Source: an optimization exercise on an open RTL-to-GDS flow (aim: small area and a short achievable clock period). Production flows keep margins and buffers that such runs may drop. At most, simulation tests tie the RTL to the original design; equivalence was not proved. Power figures rest on the tool's default switching activity, not on a simulated workload.

// awstm
module awstm(
        pps,
        tevt,
        evt,
        rst_n,
        clk
    );
    input pps;
    input [31:0] tevt;
    output [31:0] evt;
    input rst_n;
    input clk;
    reg r_pps;
    reg r_pps_lock;
    reg [14:0] r_k;           
    reg [26:0] r_td;
    reg [16:0] r_awstm;
    reg [30:0] r_tmev_next;
    reg [17:0] r_set_tmev;    
    reg [10:0] r_tcor;
    reg [7:0]  r_tcor_max;    
    wire evt_pps = pps & ~r_pps;
    assign evt = {r_set_tmev[17], 14'd0, r_set_tmev[16:0]};
    wire        low_zero = ~|r_td[18:0];
    wire [6:0]  a = (r_td[25:19] ^ {7{r_td[26]}}) + {6'd0, r_td[26] & low_zero};
    wire [6:0]  t1;
    wire [6:0]  t2;
    assign t1[6] = a[6];
    assign t1[5:0] = a[6:1] | a[5:0];
    assign t2[6] = t1[6];
    assign t2[5:0] = t1[6:1] ^ t1[5:0];
    wire [7:0]  tcm_next = {~(t1[1] & t1[2]), t2[0], t2[1], t2[2], t2[3], t2[4], t2[5], t2[6]};
    wire tcor_ge = r_tcor[10:3] >= r_tcor_max;
    wire [10:0] tcor_next = tcor_ge ? 11'd0 : r_tcor + 11'd1;
    wire cor_eq = (r_tcor == {r_tcor_max, 3'd0});
    wire k_to = r_k[14] & ~r_k[12] & ~r_k[9] & ~r_k[8] & ~r_k[7] & ~r_k[2] & ~r_k[1] & ~r_k[0];
    wire cor = ~aws_wrap & cor_eq;
    wire inc0 = cor_eq & r_td[26];
    wire inc2 = cor_eq & ~r_td[26];
    wire aws_wrap = (&r_awstm[16:15]) & (&r_awstm[10:9]) & r_awstm[7] & (r_awstm[5] | (&r_awstm[4:0]));
    wire        aws_c1 = inc2 | (~cor_eq & r_awstm[0]);
    wire [16:0] aws_sum;
    assign aws_sum[0] = r_awstm[0] ^ ~cor_eq;
    genvar gw;
    generate
        for (gw = 1; gw < 17; gw = gw + 1) begin : g_aws
            if (gw == 1) begin : g1
                assign aws_sum[gw] = r_awstm[gw] ^ aws_c1;
            end else begin : gn
                assign aws_sum[gw] = r_awstm[gw] ^ (aws_c1 & (&r_awstm[gw-1:1]));
            end
        end
    endgenerate
    wire [16:0] aws_next = aws_wrap ? 17'd0 : aws_sum;
    wire [14:0] td_l = r_td[14:0];
    wire [11:0] td_h = r_td[26:15];
    wire [15:0] pk_l = {1'b0, td_l} + {1'b0, r_k};
    wire [11:0] td_h_p = td_h + 12'd1;
    wire [11:0] td_h_m = td_h - 12'd1;
  ...
For scale: about 130 flip-flops.
Settings: LEC_CHECK=0, CAP_MARGIN=20, CORE_MARGIN=2, CORE_UTILIZATION=40, CTS_BUF_LIST=sky130_fd_sc_hd__clkbuf_8, PLACE_DENSITY=0.6, SETUP_SLACK_MARGIN=2.8, SLEW_MARGIN=20; clock period 6.0 ns.
standard.sh (not shown) runs the stock make flow with config.mk's settings and CLKGATE_MAP_FILE= SYNTH_SCRIPT=/design/flow/synth_recipe.tcl, a recipe that flattens the netlist after the stock synthesis.
==> flow/flow/run.sh <==
#!/bin/bash
# Standard ORFS layout; the only change is the cell used to buffer the ports.
set -euo pipefail
bash standard.sh finish "BUFFER_PORTS_ARGS=-buffer_cell sky130_fd_sc_hd__buf_1" > make_finish.log 2>&1
The starting point passed the timing, design-rule and antenna checks.
==> next run, changes <==
CORE_UTILIZATION = 50   (was 40)
PLACE_DENSITY = 0.7   (was 0.6)
SETUP_SLACK_MARGIN = 2.9   (was 2.8)
The new run passed the timing, design-rule and antenna checks.
Register-to-register slack improved by 0.04 ns.
Worst setup slack improved by 0.046 ns.
Die area drops by about 20%.
Final cell count drops by about 5%.
Non-clock buffer count climbs by 3.
Total power climbs by about 4.4%.
Clock-buffer cell count drops by 1.
Wire length drops by 0.40%.
Final area climbs by 1.5%.
Clock power climbs by 22%.
Global-route usage climbs by 3.7 points.
==> next run, changes <==
CORE_UTILIZATION = 60   (was 50)
PLACE_DENSITY = 0.85   (was 0.7)
The changed run completed with no timing, DRC or antenna violations.
Utilization goes up by 9.9 points.
Final area shrinks slightly.
Routed wire length shrinks by a few percent.
Setup slack improved by 0.024 ns.
==> next run, changes <==
PLACE_DENSITY = 0.75   (was 0.85)
SETUP_SLACK_MARGIN = 2.8   (was 2.9)
=>
- The new run passed the timing, design-rule and antenna checks
- via count falls by a few percent
- total power rises slightly
- worst hold slack got worse by 0.0047 ns
- combinational power is about the same
- clock power rises by a little under a tenth
- design area falls slightly
- sequential share of layout area rises by 0.34 points
- setup slack got worse by 0.056 ns
- wire length falls slightly

Setup of red:
awstm, a different RTL version from the one above (not shown whole).
Size: about 1100 cells after synthesis, ~9700 µm² of cells after synthesis.
==> flow/config.mk <==
export PLATFORM = sky130hd
export DESIGN_NAME = awstm
export DESIGN_NICKNAME = awstm
export VERILOG_FILES = /design/flow/design.v
export SDC_FILE = /design/flow/constraint.sdc
export NUM_CORES = 4
export LEC_CHECK = 0
export CAP_MARGIN = 20
export CORE_MARGIN = 2
export CORE_UTILIZATION = 60
export CTS_BUF_LIST = sky130_fd_sc_hd__clkbuf_8
export PLACE_DENSITY = 0.75
export SETUP_SLACK_MARGIN = 2.8
export SLEW_MARGIN = 20
==> flow/constraint.sdc <==
create_clock -name core_clock -period 6.0 [get_ports {clk}]
set_input_delay 1.2000 -clock core_clock [delete_from_list [all_inputs] [get_ports {clk}]]
set_output_delay 1.2000 -clock core_clock [all_outputs]
set_load 0.01 [all_outputs]
Scripts as last shown in full above: flow/flow/run.sh
red went all the way through synthesis, placement and routing and the layout is clean on timing, DRC and antenna.
[inputs] blue vs red
- a change of SETUP_SLACK_MARGIN from 2.8 to 2.9
==> results.txt <==
blue finished end to end and its layout was clean on timing, DRC and antenna. Reported for blue and red, number of routed nets with antenna violations turned out identical to the last digit. Compared with red, blue shows a power that is about 0.3% higher. red -> blue: antenna diode instance count delta 0, exact match. blue -> red: met3 capacity usage during global routing flat. blue ended up with r_td[18] as its capturing instance or port of the critical path; red ended up with r_tmev_next[4]. The final reports for blue and red show hold slack higher in the former.
No run of this note included a check of the RTL's function; only the layout flow was run.

== lane 1 ==
awstm, a different RTL version from the one above (not shown whole).
For scale: ~1200 cells after synthesis, ~130 flip-flops, about 67 I/O pins, ~0.010 mm² of cells after synthesis.
clock: 6.0 ns
lec_check: 0
cap_margin: 20
core_margin: 2
core_utilization: 40
cts_buf_list: sky130_fd_sc_hd__clkbuf_8
place_density: 0.6
setup_slack_margin: 2.5
slew_margin: 20
run.sh (not shown) runs the stock make flow with config.mk's settings and CLKGATE_MAP_FILE= SYNTH_SCRIPT=/design/flow/synth_recipe.tcl, a recipe that flattens the netlist after the stock synthesis.
Stock flow here: none of the scripts above is used.
For lane 2, these inputs were changed with respect to lane 1:
-- flow/config.mk --
<<< lane 1, line 9
export CORE_MARGIN = 2
export CORE_UTILIZATION = 40
export CTS_BUF_LIST = sky130_fd_sc_hd__clkbuf_8
export PLACE_DENSITY = 0.6
export SETUP_SLACK_MARGIN = 2.5
export SLEW_MARGIN = 20
>>> lane 2, line 9
export CORE_MARGIN = 2
export CORE_UTILIZATION = 40
export PLACE_DENSITY = 0.6
export SETUP_SLACK_MARGIN = 1.5
export SLEW_MARGIN = 20
--- outcome ---
- Result for lane 1 and lane 2: all clean
- [compare] base=lane 1 new=lane 2: post-CTS setup buffer count saw a decrease; final period demand of the worst path saw an increase; leakage power total saw a decrease; HPWL after detailed placement saw little to no change.
- [compare] base=lane 1 new=lane 2: data required time of the worst path increased by 30 ps relative to the old numbers, power increased by about 2.1% relative to the old numbers, relative area change from synthesis to final layout decreased by 3.9 points relative to the old numbers.
- Fraction of area in multi-input gates in lane 2 vs lane 1: down 0.65 points
Edits applied to the flow inputs when going from lane 2 to lane 3:
-- flow/config.mk --
<<< lane 2, line 10
export CORE_UTILIZATION = 40
export PLACE_DENSITY = 0.6
export SETUP_SLACK_MARGIN = 1.5
export SLEW_MARGIN = 20
>>> lane 3, line 10
export CORE_UTILIZATION = 40
export PLACE_DENSITY = 0.6
export SLEW_MARGIN = 20
--- outcome ---
Going from lane 2 to lane 3, transition at the pin with the smallest max-transition slack went up 3.7 ps; worst setup margin decreased by 420 ps relative to the old numbers.
Relative to lane 2, worst relative slew slack decreased by 0.25 points in lane 3.
For cell area power density, lane 2 and lane 3 come out practically identical.
Lane 3 vs. lane 2: overall power shows no meaningful change; proportion of power drawn by flip-flops and latches was more or less identical; combined area of the multi-input logic cells about even; cell count did not really move.
Comparing lane 3 against lane 2, there is no change at all in register area share after synthesis.
Diff lane 2..lane 3 | number of vias per cell | negligible

## v13
awstm, a different RTL version from the one above (not shown whole).
Size: roughly 67 I/O pins.
// awstm
module awstm(
        pps,
        tevt,
        evt,
        rst_n,
        clk
    );
    input pps;
    input [31:0] tevt;
    output [31:0] evt;
    input rst_n;
    input clk;
    reg r_pps;
    reg r_pps_lock;
    reg [14:0] r_k;           
    reg [26:0] r_td;
    reg [16:0] r_awstm;
    reg [30:0] r_tmev_next;
    reg [17:0] r_set_tmev;    
    reg [10:0] r_tcor;
    reg [7:0]  r_tcor_max;    
    wire evt_pps = pps & ~r_pps;
    assign evt = {r_set_tmev[17], 14'd0, r_set_tmev[16:0]};
    wire        low_zero = ~|r_td[18:0];
    wire [6:0]  a = (r_td[25:19] ^ {7{r_td[26]}}) + {6'd0, r_td[26] & low_zero};
    wire [6:0]  t1;
    wire [6:0]  t2;
    assign t1[6] = a[6];
    assign t1[5:0] = a[6:1] | a[5:0];
    assign t2[6] = t1[6];
    assign t2[5:0] = t1[6:1] ^ t1[5:0];
    wire [7:0]  tcm_next = {~(t1[1] & t1[2]), t2[0], t2[1], t2[2], t2[3], t2[4], t2[5], t2[6]};
    wire tcor_ge = r_tcor[10:3] >= r_tcor_max;
    wire [10:0] tcor_next = tcor_ge ? 11'd0 : r_tcor + 11'd1;
    wire cor_eq = (r_tcor == {r_tcor_max, 3'd0});
    wire k_to = r_k[14] & ~r_k[12] & ~r_k[9] & ~r_k[8] & ~r_k[7] & ~r_k[2] & ~r_k[1] & ~r_k[0];
    wire cor = ~aws_wrap & cor_eq;
    wire inc0 = cor_eq & r_td[26];
    wire inc2 = cor_eq & ~r_td[26];
    wire aws_wrap = (&r_awstm[16:15]) & (&r_awstm[10:9]) & r_awstm[7] & (r_awstm[5] | (&r_awstm[4:0]));
    wire        aws_c1 = inc2 | (~cor_eq & r_awstm[0]);
    wire [16:0] aws_sum;
    assign aws_sum[0] = r_awstm[0] ^ ~cor_eq;
    genvar gw;
    generate
        for (gw = 1; gw < 17; gw = gw + 1) begin : g_aws
            if (gw == 1) begin : g1
                assign aws_sum[gw] = r_awstm[gw] ^ aws_c1;
            end else begin : gn
                assign aws_sum[gw] = r_awstm[gw] ^ (aws_c1 & (&r_awstm[gw-1:1]));
            end
        end
    endgenerate
    wire [16:0] aws_next = aws_wrap ? 17'd0 : aws_sum;
    wire [14:0] td_l = r_td[14:0];
    wire [11:0] td_h = r_td[26:15];
    wire [15:0] pk_l = {1'b0, td_l} + {1'b0, r_k};
    wire [11:0] td_h_p = td_h + 12'd1;
    wire [11:0] td_h_m = td_h - 12'd1;
    wire [11:0] pk_h = (r_k[14] == pk_l[15]) ? td_h : (pk_l[15] ? td_h_p : td_h_m);
    wire [14:0] pm_l = td_l + {{14{~r_td[26]}}, 1'b1};
    wire        pm_c = r_td[26] ? (&td_l) : ~|td_l;
  ...
Settings: LEC_CHECK=0, CAP_MARGIN=20, CORE_MARGIN=2, CORE_UTILIZATION=60, CTS_BUF_LIST=sky130_fd_sc_hd__clkbuf_8, PLACE_DENSITY=0.75, SETUP_SLACK_MARGIN=2.8, SLEW_MARGIN=20; clock period 6.0 ns.
standard.sh (not shown) runs the stock make flow with config.mk's settings and CLKGATE_MAP_FILE= SYNTH_SCRIPT=/design/flow/synth_recipe.tcl, a recipe that flattens the netlist after the stock synthesis.
Scripts as last shown in full above: flow/flow/run.sh
For v58, these inputs were changed with respect to v13:
- CORE_UTILIZATION now 40, was 60
- PLACE_DENSITY now 0.6, was 0.75
--- outcome ---
v58: wire length is 1.0 mm higher than what v13 reported.
Non-clock buffer count in v58 is 1 below v13.
Going from v13 to v58, clock transition at the register clock pins on the worst setup and hold paths after CTS level; max-capacitance violation count level; met1 wire length moved up; share of total power in the clock network moved up.
From v13 to v58, number of DRC violations after detailed routing did not move at all.
Library cell contributing the largest single delay on the critical path = dfrtp_2: v13; library cell contributing the largest single delay on the critical path = a221o_4: v58
The final-layout fill cell count in v58 sits about 70% above the value recorded for v13.
Diff v13 -> v58: worst hold-check slack essentially unchanged, proportion of cell area spent on the clock network climbed 0.57 points, combinational share of power saw a decrease.
Edits applied to the flow inputs when going from v58 to v19:
- putting TNS_END_PERCENT at 5 where nothing was set
Results
- v58 went all the way through synthesis, placement and routing and the layout is clean on timing, DRC and antenna.
- v19: PASS, flow complete, no timing, DRC or antenna violations
- Clock share of power, v58 and v19: larger value in v19
- The setup slack in v19 sits 0.025 ns below the value recorded for v58.
- Taking v58 as the reference point, the final net count of v19 falls by 4.
- Diff v19..v58 | synthesized area divided by synthesized cell count | unchanged
- Summary of the comparison: combinational share of power is lower in v19, relative to v58.
- Sequential share of layout area (v19 over v58): increase, 0.30 points
- Worst slew margin relative to its limit for v19 is higher than for v58.
- v19 — highest clock rate about 0.8% lower, v58 as reference
- Compared with v58, v19 shows a lower number of logic inverters in the finished layout.

-- re-timing with driven ports --
The flow's constraints put no driver on any port. The routed layouts listed below were extracted and timed again, unchanged, in two steps. Step 1 assumes that a clkbuf_16 drives the clock port and a buf_2 every other input. Step 2 moves the port delays by t, midway between the first and last clock arrival at a register: inputs arrive t later, outputs are due t later. That takes back most of the time a late clock gives input paths. a / b / c = ideal / step 1 / step 2; a / b = the first two.
run	t (ns)	slack for setup (ns)	clock arrival spread, ns
the first run of note 1	0.486	2.898 / 2.915 / 2.428	0.015 / 0.015
the second run of note 1	0.496	2.944 / 2.962 / 2.465	0.017 / 0.017
the third run of note 1	0.488	2.969 / 2.984 / 2.496	0.011 / 0.012
the fourth run of note 1	0.496	2.912 / 2.931 / 2.435	0.012 / 0.012
red	0.480	2.877 / 2.877 / 2.451	0.018 / 0.018
blue	0.493	2.890 / 2.890 / 2.545	0.014 / 0.014
lane 1	0.489	2.576 / 2.576 / 2.111	0.017 / 0.017
lane 2	0.467	1.727 / 1.727 / 1.684	0.017 / 0.017
lane 3	0.467	1.306 / 1.306 / 1.306	0.019 / 0.019
v13	0.491	2.847 / 2.847 / 2.410	0.016 / 0.016
v58	0.495	2.869 / 2.869 / 2.465	0.020 / 0.019
v19	0.484	2.844 / 2.844 / 2.393	0.017 / 0.017
After both steps setup and hold are still met in every run listed. The setup slack of the second run of note 1, which loses most, moves by +0.018 ns with the drivers and by -0.479 ns with both steps.
